Context: an optimization exercise on an open-source flow, tuned for small area and a short achievable clock period. The choices shown serve that exercise and are no tape-out recipe. Function was checked by simulation only, so behaviour that the tests miss may differ from the original. Power is estimated from default activity; no workload was simulated.

File: flow/flow/run.sh
#!/bin/bash
# Layout flow: the standard ORFS flow, with a synthesis script that maps the
# logic with its own ABC script (flow/abc.script) and without Yosys's full-adder
# extraction (flow/synth_pre.tcl), keeping the standard flip-flops and names,
# and with small port buffers. Each tool's output goes to a log here.
set -euo pipefail
here=$(pwd)
{
  echo 'proc synth {args} { yosys synth -nofsm -noshare {*}$args }'
  echo 'proc abc {args} {'
  echo '  set i [lsearch -exact $args -script]'
  echo "  if {\$i >= 0} { set args [lreplace \$args \$i [expr {\$i+1}] -script $here/flow/abc.script] }"
  echo '  yosys abc {*}$args'
  echo '}'
  if [[ -f flow/synth_pre.tcl ]]; then echo "source $here/flow/synth_pre.tcl"; fi
  tail -n +2 synth_recipe.tcl
} > flow_synth.tcl
sed "s#SYNTH_SCRIPT=[^ ]*#SYNTH_SCRIPT=$here/flow_synth.tcl#" standard.sh > flow_standard.sh
export BUFFER_PORTS_ARGS="-buffer_cell sky130_fd_sc_hd__buf_1"
bash flow_standard.sh > flow_make.log 2>&1
File: flow/flow/abc.script
strash
dch
map -a
topo
stime -c
File: flow/flow/synth_pre.tcl
set ::env(ADDER_MAP_FILE) {}
File: flow/standard.sh
#!/bin/bash
# synth_recipe.tcl (not shown) runs the flow's synth.tcl, then flattens the netlist and writes it again
# the make line also repeats each setting of config.mk as NAME=value (left out here)
make -C /OpenROAD-flow-scripts/flow DESIGN_CONFIG=/design/flow/config.mk WORK_HOME=/design/flow/orfs CLKGATE_MAP_FILE= SYNTH_SCRIPT=/design/flow/synth_recipe.tcl "${@:-finish}"
File: flow/config.mk
export PLATFORM = sky130hd
export DESIGN_NAME = datapath
export DESIGN_NICKNAME = datapath
export VERILOG_FILES = /design/flow/design.v
export SDC_FILE = /design/flow/constraint.sdc
export NUM_CORES = 4
export LEC_CHECK = 0
export CAP_MARGIN = 20
export CORE_MARGIN = 2
export CORE_UTILIZATION = 50
export CTS_BUF_LIST = sky130_fd_sc_hd__clkbuf_8
export CTS_CLUSTER_SIZE = 30
export GPL_TIMING_DRIVEN = 0
export SETUP_SLACK_MARGIN = 3
export SLEW_MARGIN = 20
File: flow/constraint.sdc
create_clock -name core_clock -period 9.0 [get_ports {clk}]
set_input_delay 1.8000 -clock core_clock [delete_from_list [all_inputs] [get_ports {clk}]]
set_output_delay 1.8000 -clock core_clock [all_outputs]
set_load 0.01 [all_outputs]
File: flow/design.v
parameter NBITS = 32;          
parameter BYTE = 8;
parameter WORDS = 1 << (NBITS-13);
parameter S_CONTROL = 2;       
parameter ALU_CONTROL = 6;     
parameter B = 4;
parameter C = 9;
parameter MEM = 3;
parameter DP_CTRL = S_CONTROL + ALU_CONTROL + B + C + MEM;
parameter CS_ADDR = 9;
parameter MICROINSTS = 1 << CS_ADDR;
parameter CS_CTRL = DP_CTRL + CS_ADDR;
module datapath (
   input logic clk,
   input logic reset,
   input logic [DP_CTRL-1:0] microinst,
   output logic n,
   output logic z,
   input logic [BYTE-1:0] mem_in,
   output logic [NBITS-1:0] mem_addr,
   output logic [BYTE-1:0] mem_out,
   output logic we);
   logic [1:0] sh;
   logic [5:0] alu;
   logic [8:0] wc;
   logic [2:0] mem;
   logic [3:0] bs;
   assign {sh, alu, wc, mem, bs} = microinst;
   logic [1:0] f;
   logic ena, enb, inva, inc;
   assign {f, ena, enb, inva, inc} = alu;
   logic fetch, rd, wr;
   assign {wr, rd, fetch} = mem;
   logic [31:0] mar, mdr, pc, sp, lv, cpp, tos, opc, h;
   logic [7:0]  mbr;
   logic s_mdr, s_pc, s_mbru, s_mbrs, s_sp, s_lv, s_cpp, s_tos, s_opc;
   assign s_mdr  = enb & (bs == 4'd0);
   assign s_pc   = enb & (bs == 4'd1);
   assign s_mbru = enb & (bs == 4'd2);
   assign s_mbrs = enb & (bs == 4'd3);
   assign s_sp   = enb & (bs == 4'd4);
   assign s_lv   = enb & (bs == 4'd5);
   assign s_cpp  = enb & (bs == 4'd6);
   assign s_tos  = enb & (bs == 4'd7);
   assign s_opc  = enb & (bs == 4'd8);
   logic [31:0] bb, aa;
   assign bb = ({32{s_mdr}} & mdr) | ({32{s_pc}} & pc) | ({32{s_sp}} & sp) |
               ({32{s_lv}} & lv) | ({32{s_cpp}} & cpp) | ({32{s_tos}} & tos) |
               ({32{s_opc}} & opc) |
               {{24{s_mbrs & mbr[7]}}, {8{s_mbru | s_mbrs}} & mbr};
   assign aa = ({32{ena}} & h) ^ {32{inva}};
   logic [31:0] g, p, sum, y;
   assign g = aa & bb;
   assign p = aa ^ bb;
   logic [31:0] G [0:5];
   logic [31:0] P [0:5];
   logic [31:0] D [0:4];
   assign G[0] = {g[30:0], inc};
   assign P[0] = {p[30:0], 1'b0};
   genvar l, i;
   generate for (l = 1; l <= 5; l++) begin : up
      for (i = 0; i < 32; i++) begin : b
         if ((i % (1 << l)) == (1 << l) - 1) begin : node
            assign G[l][i] = G[l-1][i] | (P[l-1][i] & G[l-1][i - (1 << (l-1))]);
            assign P[l][i] = P[l-1][i] & P[l-1][i - (1 << (l-1))];
         end else begin : pass
            assign G[l][i] = G[l-1][i];
            assign P[l][i] = P[l-1][i];
         end
      end
   end endgenerate
   assign D[4] = G[5];
   generate for (l = 4; l >= 1; l--) begin : dn
      for (i = 0; i < 32; i++) begin : b
         if (((i % (1 << l)) == (1 << (l-1)) - 1) && i >= (1 << l)) begin : node
            assign D[l-1][i] = G[l-1][i] | (P[l-1][i] & D[l][i - (1 << (l-1))]);
         end else begin : pass
            assign D[l-1][i] = D[l][i];
         end
      end
   end endgenerate
   assign sum = p ^ D[0];
   logic [31:0] ylog;
   assign ylog = f[1] ? ~bb : (f[0] ? (aa | bb) : g);
   assign y = (f == 2'b11) ? sum : ylog;
   assign n = y[31];
   logic [31:0] kin;
   assign kin = {aa[30:0] | bb[30:0], inc};
   logic z_sum, z_log;
   assign z_sum = &(~(p ^ kin));
   assign z_log = ~|ylog;
   assign z = (f == 2'b11) ? z_sum : z_log;
   logic [31:0] cb;
   assign cb = (sh == 2'b10) ? {y[23:0], 8'd0} :
               (sh == 2'b01) ? {y[31], y[31:1]} : y;
   logic [31:0] cz;
   logic [7:0] mz;
   assign cz = cb & {32{~reset}};
   assign mz = mem_in & {8{~reset}};
   always_ff @(posedge clk) begin
      if (wc[0] | reset) h   <= cz;
      if (wc[1] | reset) opc <= cz;
      if (wc[2] | reset) tos <= cz;
      if (wc[3] | reset) cpp <= cz;
      if (wc[4] | reset) lv  <= cz;
      if (wc[5] | reset) sp  <= cz;
      if (wc[6] | reset) pc  <= cz;
      if (wc[8] | reset) mar <= cz;
      if (fetch | reset) mbr <= mz;
      if ((wc[7] & ~rd) | reset) mdr[31:8] <= cz[31:8];
      if ((wc[7] & ~rd) | reset) mdr[7:0] <= cz[7:0];
      else if (~wc[7] & rd) mdr[7:0] <= mz;
   end
   assign mem_addr = {mar[29:0], 2'b00};
   assign mem_out = mdr[7:0];
   assign we = wr & ~rd;
endmodule
==> metrics.md, run 1 <==
| Metric | Value |
|---|---|
| H-tree levels | 2 |
| Total Power | 0.00359 W |
| Hold-fix buffers at CTS | 0 |
| Cell Area, Placed | 15,200 um^2 |
| Worst EP arrival | 5.44 ns |
| Least-Margin Pin Slew | 1.34 ns |
| Core area | 27,600 um^2 |
| Die area | 29,300 um^2 |
| Post-synthesis area per instance | 10.6 um^2 |
| Final hold vios | 0 |
| Die X | 171 um |
| Drt total wl | 50.1 mm |
| Area growth syn-to-layout | 36.0% |
| Max cap viols | 0 |
| DRT antenna net count | 0 |
| Initial antenna violation count | 0 |
| Seq cells post-synth | 294 |
| Post-DP HPWL | 27.5 mm |
| Hold Path Class | flip-flop to flip-flop |
| Status | complete, no violations |
| Critical path class | input pin to output port |
| Crit-path max FO | 6 |
| Post-route DRC violation count | 0 |
| Tcrit/Tclk final | 80.4% |
| Row cnt | 61 |
| F_max | 138 MHz |
| Clock Latency Late Sink | 0.57 ns |
| Slew HR | 10.7% |
| Final #Nets | 1,688 |
| Fin Clk Skew | 0.0294 ns |
| RSZ-0062 raised after global routing | true |
| Diode count | 0 |
| Fraction of layout cells with a size suffix above 1 | 31.7% |
| Vias in the first global route | 11,400 |
| TritonRoute pass-1 iters | 5 |
| Ys flop type | edfxtp_1 |
| Dominant cells by area after synthesis | edfxtp_1, nor2_1, a22oi_1, nand2_1, clkinv_1 |
| Congestion Overflow GR | 0 |
| Hold path cells | 5 |
| CP required | 7.20 ns |
| GP Congestion | 0.974 |
| Startpoint Class | input pin |
| Sum Neg Setup Slack | 0 ns |
| Min Hold Slack | 1.22 ns |
| Unique masters post-synth | 32 |
| Wire length of the first global-routing pass | 69.2 mm |
| CTS tree | built |
| Wire length per cell | 24.2 um |
| Power Density | 189 nW/um^2 |
| GR Util All Layers | 32.7% |
| Post-layout minimum cycle time | 7.24 ns |
| CTS clk-pin slew, worst paths | 0.06 ns |
| DR vias | 12,100 |
| 1st-iter DRT viols | 1,339 |
| VDD IR max | 144 uV |
| Setup violators final | 0 |
| Clock sink count | 294 |
| EDFF count, synth | 294 |
| Post-route cell area | 19,000 um^2 |
| IO Pins | 77 |
| DR vias/cell | 5.87 |
| Asr flop ratio synth | 0% |
| CP endpoint kind | output port |
| Largest net degree at the start of global routing | 33 |
| Starting Density | 50.6% |
| Leading area contributor after synthesis | edfxtp_1 |
| Syn Inst Count | 1,322 |
| Leak | 7.35 nW |
| Mapped Area | 14,000 um^2 |
| Pins Over Slew Limit | 0 |
| Root Buffer | clkbuf_8 |
| Synth Warn # | 4 |
| Die height | 171 um |
| Post-synth top area share | 63.2% |
| Port Buffer Count | 74 |
| Seq/Total Area, Yosys | 63.2% |
| Cts bufs inserted | 49 |
| Reg2reg path depth | 40 |
| Clk buf depth | 3 |
## cell usage after synthesis (2+ instances only)
cell / number
or2_2: 14
o211ai_1: 2
nand4_1: 19
clkinv_1: 140
a31oi_1: 8
a221oi_1: 4
buf_4: 10
a211oi_1: 19
nor2_1: 216
a22oi_1: 103
nand2_1: 190
o21ai_0: 78
o22ai_1: 11
xnor2_1: 28
nand3_1: 50
edfxtp_1: 294
nor4_1: 8
a21oi_1: 60
o2111ai_1: 2
o221ai_1: 11
nor3_1: 27
xor2_1: 18
## registers in the layout, summed over array words and instances, names as in the netlist
name,count
h,32
mdr,32
lv,32
mar,30
sp,32
tos,32
mbr,8
pc,32
cpp,32
opc,32
## worst max-delay path: stages
cell and delay, ns:
buf_12 0.12, clkinv_8 0.05, nor2_2 0.04, nand4_1 0.19, buf_6 0.19, clkinv_8 0.09
a22oi_1 0.19, nand3_1 0.19, nor2_4 0.21, nor2_4 0.08, nor2_2 0.14, clkinv_2 0.11
nor2_4 0.14, nand2_2 0.07, o211ai_1 0.21, nor2_2 0.11, clkinv_2 0.06, nand4_1 0.09
nand2_2 0.12, nand3_2 0.09, o2111ai_4 0.09, clkinv_2 0.11, nor3_4 0.21, a21oi_2 0.09
xor2_1 0.15, mux2i_2 0.28, buf_2 0.20
## cell families (layout without fill, tap and decap cells)
kind of cell              after synthesis  in the layout  synth area share (%)
AOI/OAI and AO/OA                     305            306                  13.9
xor gates and xnor gates               46             46                  2.88
buffers and inverters                 150            512                  4.30
DFF                                   294            294                  63.2
muxes                                   1              1                0.0717
other                                   1              2                0.0268
and+or+nand+nor                       525            530                  15.6
## where the power goes
part | leakage (nW) | switching [W] | internal [W]
clock | 0.482 | 0.000533 | 0.000536
sequential | 3.16 | 0.0000481 | 0.00171
combinational | 3.70 | 0.000491 | 0.000271
total | 7.35 | 0.00107 | 0.00252
## layout by cell type (no fill, tap or decap), drive strengths merged, types with 14 or more instances in the layout
cell,n
a211oi,19
a21oi,61
a22oi,103
buf,278
clkbuf,52
clkinv,158
edfxtp,294
inv,20
nand2,191
nand3,50
nand4,19
nor2,220
nor3,27
o21ai,78
or2,14
xnor2,28
xor2,18
## what timing repair did
item                                    in CTS  in global routing
gates resized for setup                    239                113
setup buffers                              142                 38
gates cloned                                 7                  3
endpoints found under the setup margin     270                160
pin swaps                                   80                 64
## layer usage
| layer | wire [um] | GRT usage, % | share of wire (%) | up-vias |
|---|---|---|---|---|
| met5 | 0 | 0 | 0 | - |
| met4 | 1940 | 13.2 | 3.9 | 0 |
| met3 | 4650 | 7.22 | 9.3 | 147 |
| met2 | 23400 | 53.1 | 47 | 598 |
| met1 | 20100 | 42.7 | 40 | 5895 |
| li1 | - | - | - | 5497 |
## final cells by class
cell class	instances	area [um^2]
inverters	140	656
fillers	2070	8630
flip-flops and latches	294	8830
repair buffers	272	2280
well taps	378	473
repair inverters	2	27.5
plain buffers	10	75.1
clock inverters	39	188
multi-input cells	885	5800
clock buffers	49	674
## worst paths after layout
kind	start	to	slack [ns]
worst max register to register	mdr[2]	mdr[14]	3.71
worst max-delay path	microinst[18]	n	1.76
worst min-delay path	pc[24]	h[24]	1.22
worst min register to register	pc[24]	h[24]	1.22
## metrics by stage
| step | std cells | worst slack [ns] | utilization (%) |
|---|---|---|---|
| after floorplan | 1323 | 2.07 | - |
| after global placement | 1775 | -1.18 | 53.9 |
| after detailed placement | 1789 | -0.0489 | 55.0 |
| after CTS | 2026 | 1.94 | 65.9 |
| after global routing | 2069 | 1.62 | 68.8 |
| final | 2069 | 1.76 | 68.8 |
==> inputs of run 2 (changes only) <==
==> flow/flow/abc.script (replaced) <==
strash
dch
map -a
topo
buffer -c
upsize -c
dnsize -c
stime -c
==> run 2 against run 1 <==
Clock power grew 6%; worst setup slack gained 0.15 ns; final area shrank 7.3%; first-iteration DRC count shrank 15%; worst hold slack lost 0.077 ns; clock-buffer cell count shrank 3; via count shrank 6.8%; critical path type unchanged.
==> metrics.md, run 2 <==
| Metric | Value |
|---|---|
| Status | complete, no violations |
| Post-DP HPWL | 30.8 mm (+12%) |
| Met2 Use GR | 45.4% (-7.7 points) |
| Post-layout minimum cycle time | 7.09 ns (-0.147 ns) |
| CTS tree | built |
| Sum Neg Setup Slack | 0 ns (unchanged) |
| Initial antenna violation count | 0 (unchanged) |
| EDFF count, synth | 294 (unchanged) |
| Syn Inst Count | 1,379 (+4.3%) |
| Diode count | 0 (unchanged) |
| DRT antenna net count | 0 (unchanged) |
| Critical path class | input pin to output port |
| Ys flop type | edfxtp_1 |
| 1st-iter DRT viols | 1,136 (-15%) |
| Fin Clk Skew | 0.0239 ns (-0.00554 ns) |
| Clk buf depth | 3 (unchanged) |
| Post-route DRC violation count | 0 (unchanged) |
| Die area | 30,500 um^2 (+4.0%) |
| Port Buffer Count | 71 (-4.1%) |
| TritonRoute pass-1 iters | 5 (unchanged) |
| Cell with the most instances after synthesis | edfxtp_1 |
| Met1 global-route usage | 44.4% (+1.7 points) |
| Fraction of layout cells with a size suffix above 1 | 23.1% (-8.6 points) |
| Unique masters post-synth | 58 (+81%) |
| Worst hold start | pc[24] |
| Max cap viols | 0 (unchanged) |
| Mapped Area | 14,500 um^2 (+4.1%) |
| Post-synth top area share | 60.7% (-2.5 points) |
| Seq cells post-synth | 294 (unchanged) |
| GR Util All Layers | 29.8% (-2.9 points) |
| Final Util | 61.4% (-7.4 points) |
| Post-synthesis area per instance | 10.5 um^2 (-0.23%) |
| CP endpoint kind | output port |
| CP required | 7.20 ns (about the same) |
| Tcrit/Tclk final | 78.8% (-1.6 points) |
| Worst-case hold path end point | h[24] |
| Least-Margin Pin Slew | 1.14 ns (-0.201 ns) |
| Seq/Total Area, Yosys | 60.7% (-2.5 points) |
| Final #Nets | 1,587 (-6.0%) |
| Slew HR | 24.2% (+13 points) |
| Reg-to-Reg End | mdr[22] |
| Layer with the highest usage | met2 |
| Pins Over Slew Limit | 0 (unchanged) |
| F_max | 141 MHz (+2.1%) |
| Startpoint Class | input pin |
| Most frequent cells after synthesis | edfxtp_1, nor2_1, nand2_1 |
| Setup violators final | 0 (unchanged) |
| Drt total wl | 45.6 mm (-9.0%) |
| Placed insts | 1,841 (+2.9%) |
| Worst EP arrival | 5.29 ns (-0.15 ns) |
| Hold path cells | 5 (unchanged) |
| Cts bufs inserted | 46 (-6.1%) |
| Reg2reg path depth | 21 (-48%) |
| Met3 usage | 4.55% (-2.7 points) |
| Power Density | 201 nW/um^2 (+6.2%) |
| Core area | 28,700 um^2 (+3.9%) |
| Die height | 175 um (+2.0%) |
| Area growth syn-to-layout | 21.2% |
| Vias in the first global route | 10,600 (-6.7%) |
| Most frequent cells in the layout | edfxtp_1, nand2_1, nor2_1, inv_1, a22oi_1 |
| Leak | 7.02 nW (-4.6%) |
| Die X | 175 um (+2.0%) |
| VDD IR max | 157 uV (+8.9%) |
| Crit-path max FO | 10 (+4) |
| Leading area contributor after synthesis | edfxtp_1 |
| Dominant cells by area after synthesis | edfxtp_1, a22oi_1, nor2_1, nand2_1, inv_1 |
| Reg2reg start | mdr[2] |
| IO Pins | 77 (unchanged) |
| Min Hold Slack | 1.14 ns (-0.0773 ns) |
| R2r setup slk | 4.63 ns (+0.92 ns) |
| DR vias/cell | 5.73 (-2.3%) |
| Wire length per cell | 23.1 um (-4.6%) |
| Root Buffer | clkbuf_8 |
| Starting Density | 50.6% (+0.088 points) |
| Congestion Overflow GR | 0 (unchanged) |
| DR vias | 11,300 (-6.8%) |
| GP Congestion | 0.973 (about the same) |
| Asr flop ratio synth | 0% (unchanged) |
| Row cnt | 62 (+1.6%) |
| RSZ-0062 raised after global routing | true |
| Synth Warn # | 4 (unchanged) |
| Clock Latency Late Sink | 0.58 ns (about the same) |
| CTS clk-pin slew, worst paths | 0.06 ns (about the same) |
| Wire length of the first global-routing pass | 66.5 mm (-3.9%) |
| Largest net degree at the start of global routing | 33 (unchanged) |
| H-tree levels | 2 (unchanged) |
| Final hold vios | 0 (unchanged) |
| Hold Path Class | flip-flop to flip-flop |
| Commonest non-fill, non-tap cell in the layout | edfxtp_1 |
| Clock sink count | 294 (unchanged) |
| Post-Layout Cell Count | 1,975 (-4.5%) |
[run 2: cell types whose count changed after synthesis, sizes merged]
cell    delta
buf       +30
clkbuf    +27
clkinv   -138
inv      +138
[run 2: kinds of logic (layout without fill, tap and decap cells)]
| logic type | after synthesis | after routing | synth area share, % |
|---|---|---|---|
| mux | 1 | 1 | 0.155 |
| simple gates | 525 | 525 | 16.4 |
| flops | 294 | 294 | 60.7 |
| xor+xnor | 46 | 46 | 2.82 |
| buf+inv | 207 | 418 | 6.14 |
| other cells | 1 | 2 | 0.0258 |
| compound gates | 305 | 305 | 13.8 |
[run 2: worst max path at each step]
stage	start	to	slack (ns)	cells past startpoint
floorplan	microinst[3]	n	2.73	23
detailed placement	microinst[0]	n	1.26	25
finish	microinst[1]	n	1.91	28
CTS	microinst[3]	n	1.90	26
global placement	microinst[18]	n	1.24	26
global route	microinst[1]	n	1.73	29
[run 2: area by class of cell]
class                   instances  area [um^2]
clock inverters                40          282
inverters                     140          532
repair buffers                125          768
fillers                      2388        11100
flip-flops and latches        294         8830
multi-input cells             879         5620
well taps                     384          480
plain buffers                  67          475
clock buffers                  46          633
[run 2: stage by stage]
stage	total power [W]	cell area (um^2)	worst slack, ns
final	0.00353	17600	1.91
after CTS	0.00349	17100	1.90
after detailed placement	0.00232	15400	1.26
after floorplan	0.00212	14600	2.73
after global routing	0.00367	17600	1.73
after global placement	0.00231	15300	1.24
[run 2: routing by layer]
layer | vias up | wire, um
li1 | 5269 | -
met1 | 5496 | 20800
met2 | 466 | 20500
met3 | 84 | 3180
met4 | 0 | 1110
met5 | - | 0
[run 2: critical path: stages]
cell	delay, ns
buf_1	0.08
inv_2	0.11
buf_12	0.12
nor4_4	0.04
buf_6	0.13
buf_12	0.15
a22oi_2	0.20
nand3_2	0.13
a211oi_4	0.29
nand2_2	0.11
inv_2	0.09
nor2_2	0.07
inv_2	0.06
nor2_1	0.05
o21ai_1	0.07
nand2_1	0.07
nor2_2	0.18
nor2_1	0.09
a2111oi_4	0.34
nand2_4	0.13
nand3_2	0.10
o2111ai_4	0.10
inv_2	0.11
nor3_4	0.05
a21oi_4	0.18
xor2_2	0.20
mux2i_4	0.10
buf_6	0.15
[run 2: report_power, final]
| group | total [W] | leakage (nW) | switching (W) | internal, W |
|---|---|---|---|---|
| registers | 0.00175 | 3.16 | 0.0000470 | 0.00171 |
| logic | 0.000653 | 3.34 | 0.000451 | 0.000201 |
| clock network | 0.00113 | 0.512 | 0.000525 | 0.000600 |
| total | 0.00353 | 7.02 | 0.00102 | 0.00251 |
[run 2: timing repair]
action,4_1_cts,5_1_grt
gates resized for setup,129,94
buffers inserted,26,19
gates cloned,2,0
setup endpoints to repair,56,73
pin swaps,43,45
hold buffers,0,0
==> inputs of run 3 (changes only) <==
--- a/flow/flow/run.sh
+++ b/flow/flow/run.sh
@@ -2,7 +2,9 @@
 # Layout flow: the standard ORFS flow, with a synthesis script that maps the
 # logic with its own ABC script (flow/abc.script) and without Yosys's full-adder
 # extraction (flow/synth_pre.tcl), keeping the standard flip-flops and names,
-# and with small port buffers. Each tool's output goes to a log here.
+# with plain buf_2 port buffers, and with ORFS power recovery (downsizing of
+# gates off the critical paths) after global routing. Each tool's output goes
+# to a log here.
 set -euo pipefail
 here=$(pwd)
 {
@@ -16,5 +18,6 @@
   tail -n +2 synth_recipe.tcl
 } > flow_synth.tcl
 sed "s#SYNTH_SCRIPT=[^ ]*#SYNTH_SCRIPT=$here/flow_synth.tcl#" standard.sh > flow_standard.sh
-export BUFFER_PORTS_ARGS="-buffer_cell sky130_fd_sc_hd__buf_1"
-bash flow_standard.sh > flow_make.log 2>&1
+export RECOVER_POWER=50
+export BUFFER_PORTS_ARGS="-buffer_cell sky130_fd_sc_hd__buf_2"
+bash flow_standard.sh "$@" > flow_make.log 2>&1
==> flow/flow/abc.script (replaced) <==
strash
dch
map -B 0.9
topo
stime -c
buffer -c
upsize -c
dnsize -c
--- a/flow/config.mk
+++ b/flow/config.mk
@@ -9,7 +9,9 @@
 export CORE_MARGIN = 2
 export CORE_UTILIZATION = 50
 export CTS_BUF_LIST = sky130_fd_sc_hd__clkbuf_8
-export CTS_CLUSTER_SIZE = 30
+export CTS_CLUSTER_DIAMETER = 60
+export CTS_CLUSTER_SIZE = 12
 export GPL_TIMING_DRIVEN = 0
-export SETUP_SLACK_MARGIN = 3
+export SETUP_SLACK_MARGIN = 4
 export SLEW_MARGIN = 20
+export TNS_END_PERCENT = 0
==> run 3 against run 2 <==
Now fails the layout checks on max-capacitance violations, max-slew violations; worst hold slack got worse by 0.0094 ns; clock skew down 0.0084 ns; area after synthesis up 5.2%; largest cell class unchanged; maximum frequency rose by 14%.
==> metrics.md, run 3 <==
| Metric | Value |
|---|---|
| Status | complete, but fails checks |
| Blocking Checks | max-capacitance violations, max-slew violations |
| 1st-iter DRT viols | 1,194 (+5.1%) |
| Sum Neg Setup Slack | 0 ns (unchanged) |
| Critical path class | input pin to output port |
| Hold Path Class | flip-flop to flip-flop |
| Met3 usage | 5.94% (+1.4 points) |
| Area growth syn-to-layout | 19.7% |
| Fin Clk Skew | 0.0154 ns (-0.00843 ns) |
| Worst-case hold path end point | mdr[27] |
| Multi-input gate area | 6420 um^2 (+14%) |
| CP endpoint kind | output port |
| Final #Nets | 1,797 (+13%) |
| Leak | 8.02 nW (+14%) |
| EDFF count, synth | 294 (unchanged) |
| Total internal power | 0.00224 W (-11%) |
| Hold path cells | 5 (unchanged) |
| Comb pwr share | 21.4% (+2.9 points) |
| Final hold vios | 0 (unchanged) |
| Setup violators final | 0 (unchanged) |
| Congestion Overflow GR | 0 (unchanged) |
| Ys flop type | edfxtp_1 |
| Wire length per cell | 22.8 um (-1.1%) |
| Net Sw Frac | 30.3% (+1.4 points) |
| Asr flop ratio synth | 0% (unchanged) |
| GR Util All Layers | 30.3% (+0.50 points) |
| CTS tree | built |
| Met1 global-route usage | 43.1% (-1.4 points) |
| Port Buffer Count | 71 (unchanged) |
| Post-synthesis area per instance | 9.57 um^2 (-9.2%) |
| Startpoint Class | input pin |
| Clock power share | 23.9% (-8.0 points) |
| Reg2reg path depth | 17 (-19%) |
| Die area | 32,000 um^2 (+5.0%) |
| Post-layout minimum cycle time | 6.22 ns (-0.869 ns) |
| Most frequent cells after synthesis | nand2_1, edfxtp_1, inv_1 |
| TritonRoute pass-1 iters | 6 (+1) |
| Min Hold Slack | 1.13 ns (-0.00938 ns) |
| Tcrit/Tclk final | 69.1% (-9.7 points) |
| H-tree levels | 1 (-1) |
| Seq/Total Area, Yosys | 57.8% (-3.0 points) |
| Root Buffer | clkbuf_8 |
| Syn Inst Count | 1,598 (+16%) |
| Core area | 30,300 um^2 (+5.7%) |
| Seq cells post-synth | 294 (unchanged) |
| Clock Latency Late Sink | 0.62 ns (+0.04 ns) |
| Reg2reg start | mbr[7] |
| Die X | 179 um (+2.5%) |
| Worst hold start | tos[28] |
| Initial antenna violation count | 0 (unchanged) |
| Clock sink count | 294 (unchanged) |
| Reg-to-Reg End | cpp[16] |
| Clk buf depth | 3 (unchanged) |
| Cell with the most instances after synthesis | nand2_1 |
| Vias in the first global route | 11,100 (+4.8%) |
| CP required | 7.20 ns (about the same) |
| Fraction of layout cells with a size suffix above 1 | 25.5% (+2.5 points) |
| Post-route DRC violation count | 0 (unchanged) |
| Leading area contributor after synthesis | edfxtp_1 |
| Row cnt | 64 (+3.2%) |
| Slew HR | -137% (-160 points) |
| Layer with the highest usage | met2 |
| Cts bufs inserted | 30 (-35%) |
| Die height | 179 um (+2.5%) |
| Starting Density | 50.4% (-0.27 points) |
| Least-Margin Pin Slew | 3.55 ns (+2.41 ns) |
| Post-synth top area share | 57.8% (-3.0 points) |
| Mapped Area | 15,300 um^2 (+5.2%) |
| Unique masters post-synth | 56 (-3.4%) |
| VDD IR max | 129 uV (-18%) |
| CTS clk-pin slew, worst paths | 0.08 ns (+0.02 ns) |
| Crit-path max FO | 7 (-3) |
| Commonest non-fill, non-tap cell in the layout | nand2_1 |
| R2r setup slk | 5.17 ns (+0.54 ns) |
| Dominant cells by area after synthesis | edfxtp_1, nand2_1, nand3_1, inv_1, nor2_1 |
| Diode count | 0 (unchanged) |
| IO Pins | 77 (unchanged) |
| Filler Cell Count | 2,625 (+9.9%) |
| Wire length of the first global-routing pass | 69.8 mm (+4.9%) |
| DRT antenna net count | 0 (unchanged) |
| Post-DP HPWL | 33.0 mm (+6.9%) |
| GP Congestion | 0.988 (+1.6%) |
| Largest net degree at the start of global routing | 33 (unchanged) |
| Pins Over Slew Limit | 247 (+247) |
| DR vias/cell | 5.61 (-2.0%) |
| RSZ-0062 raised after global routing | true |
| Drt total wl | 49.5 mm (+8.5%) |
| DR vias | 12,200 (+7.5%) |
| Most frequent cells in the layout | nand2_1, edfxtp_1, inv_1, nand3_1, nor2_1 |
| Max cap viols | 8 (+8) |
| Switch Pwr | 0.000975 W (-4.7%) |
| Synth Warn # | 4 (unchanged) |
| Worst EP arrival | 4.42 ns (-0.87 ns) |
| Total Power | 0.00321 W (-9.0%) |
| Met2 Use GR | 47.0% (+1.6 points) |
| Seq. cell area | 8830 um^2 (unchanged) |
| Seq pwr share | 54.7% (+5.0 points) |
| Power Density | 176 nW/um^2 (-12%) |
| F_max | 161 MHz (+14%) |
==> run 3: changes by cell type after synthesis, moves of 22 or more <==
cell	change
a21oi_1	-33
a22oi_1	-95
nand2_1	+309
nand2_2	+31
nand3_1	+72
nor2_1	-85
xor2_1	+22
==> run 3: worst max path at each step <==
stage / slack, ns / cells after the start / start / endpoint
2_1_floorplan: 3.41 / 20 / microinst[18] / n
3_3_place_gp: 1.92 / 15 / microinst[3] / z
3_5_place_dp: 1.95 / 14 / microinst[2] / z
5_1_grt: 2.67 / 22 / microinst[3] / n
4_1_cts: 2.67 / 16 / microinst[1] / z
6_report: 2.78 / 15 / microinst[18] / z
==> run 3: cell families after synthesis <==
family | after synthesis | synth area share (%)
other | 1 | 0.0245
buffers and inverters | 202 | 6.28
XOR/XNOR | 50 | 2.86
AO/OA/AOI/OAI | 194 | 8.24
AND/OR/NAND/NOR | 855 | 24.7
flip-flops | 294 | 57.8
multiplexers | 2 | 0.131
==> run 3: power groups by stage <==
stage               combinational, W  sequential [W]  clock (W)
floorplan                   0.000380         0.00178          0
global placement            0.000577         0.00178          0
detailed placement          0.000584         0.00178          0
CTS                         0.000616         0.00175   0.000778
global route                0.000746         0.00177   0.000823
finish                      0.000688         0.00176   0.000768
==> run 3: per-layer routing <==
metal	up-vias	share of wire [%]
li1	5760	-
met1	5895	45
met2	422	45
met3	89	7.3
met4	0	2.9
met5	-	0
==> run 3: worst max-delay path: stages <==
cell	delay (ns)
buf_8	0.12
nand3_2	0.13
nor2_4	0.08
buf_12	0.16
bufbuf_16	0.28
nand2_1	0.06
nand2_1	0.09
a221oi_4	0.27
nand3_2	0.20
buf_4	0.19
xnor2_1	0.12
a211oi_2	0.18
nand4_1	0.18
o41ai_4	0.35
buf_2	0.19
==> run 3: repair_timing <==
item,4_1_cts,5_1_grt
gates resized for setup,79,196
setup buffers,22,35
cloned,1,1
hold buffers,0,0
pin swaps,21,77
setup endpoints to repair,42,159
==> run 3: area by class of cell <==
cell class | instances | area share, %
sequential | 294 | 48.2
clock buffer | 31 | 2.33
multi-input combinational | 1103 | 35.1
clock inverter | 9 | 0.273
buffer | 67 | 3.43
timing repair buffer | 132 | 5.11
inverter | 135 | 2.84
tap | 396 | 2.71
==> run 3: stage by stage <==
| stage | util, % | setup WS, ns | instance area [um^2] | instances |
|---|---|---|---|---|
| global placement | 53.6 | 1.92 | 16300 | 2066 |
| floorplan | - | 3.41 | 15400 | 1599 |
| detailed placement | 53.8 | 1.95 | 16300 | 2067 |
| CTS | 57.1 | 2.67 | 17300 | 2130 |
| finish | 60.3 | 2.78 | 18300 | 2167 |
| global route | 60.3 | 2.67 | 18300 | 2167 |

re-timing with driven ports:
The flow's constraints put no driver on any port. The routed layouts listed below were extracted and timed again, unchanged, in two steps.
Step 1: set_driving_cell puts a clkbuf_16 on clk and a buf_2 on each other input, an assumption about the parent block.
Step 2 moves the port delays by t, midway between the first and last clock arrival at a register: inputs arrive t later, outputs are due t later. That takes back most of the time a late clock gives input paths.
Three values: ideal ports, drivers, drivers and shift; two values: the first two.
run | shift t [ns] | setup slack, ns | hold slack, ns | worst setup path at the end | slew at the worst register clock pin (ns)
run 1 | 0.607 | 1.760 / 1.701 / 1.642 | 1.218 / 1.218 / 1.218 | input to register | 0.07 / 0.07
run 2 | 0.609 | 1.907 / 1.884 / 1.884 | 1.140 / 1.140 / 1.140 | input to output | 0.07 / 0.07
run 3 | 0.655 | 2.777 / 2.727 / 2.727 | 1.131 / 1.131 / 1.131 | input to output | 0.09 / 0.09
The setup slack of run 1, which loses most, moves by -0.059 ns with the drivers and by -0.118 ns with both steps.
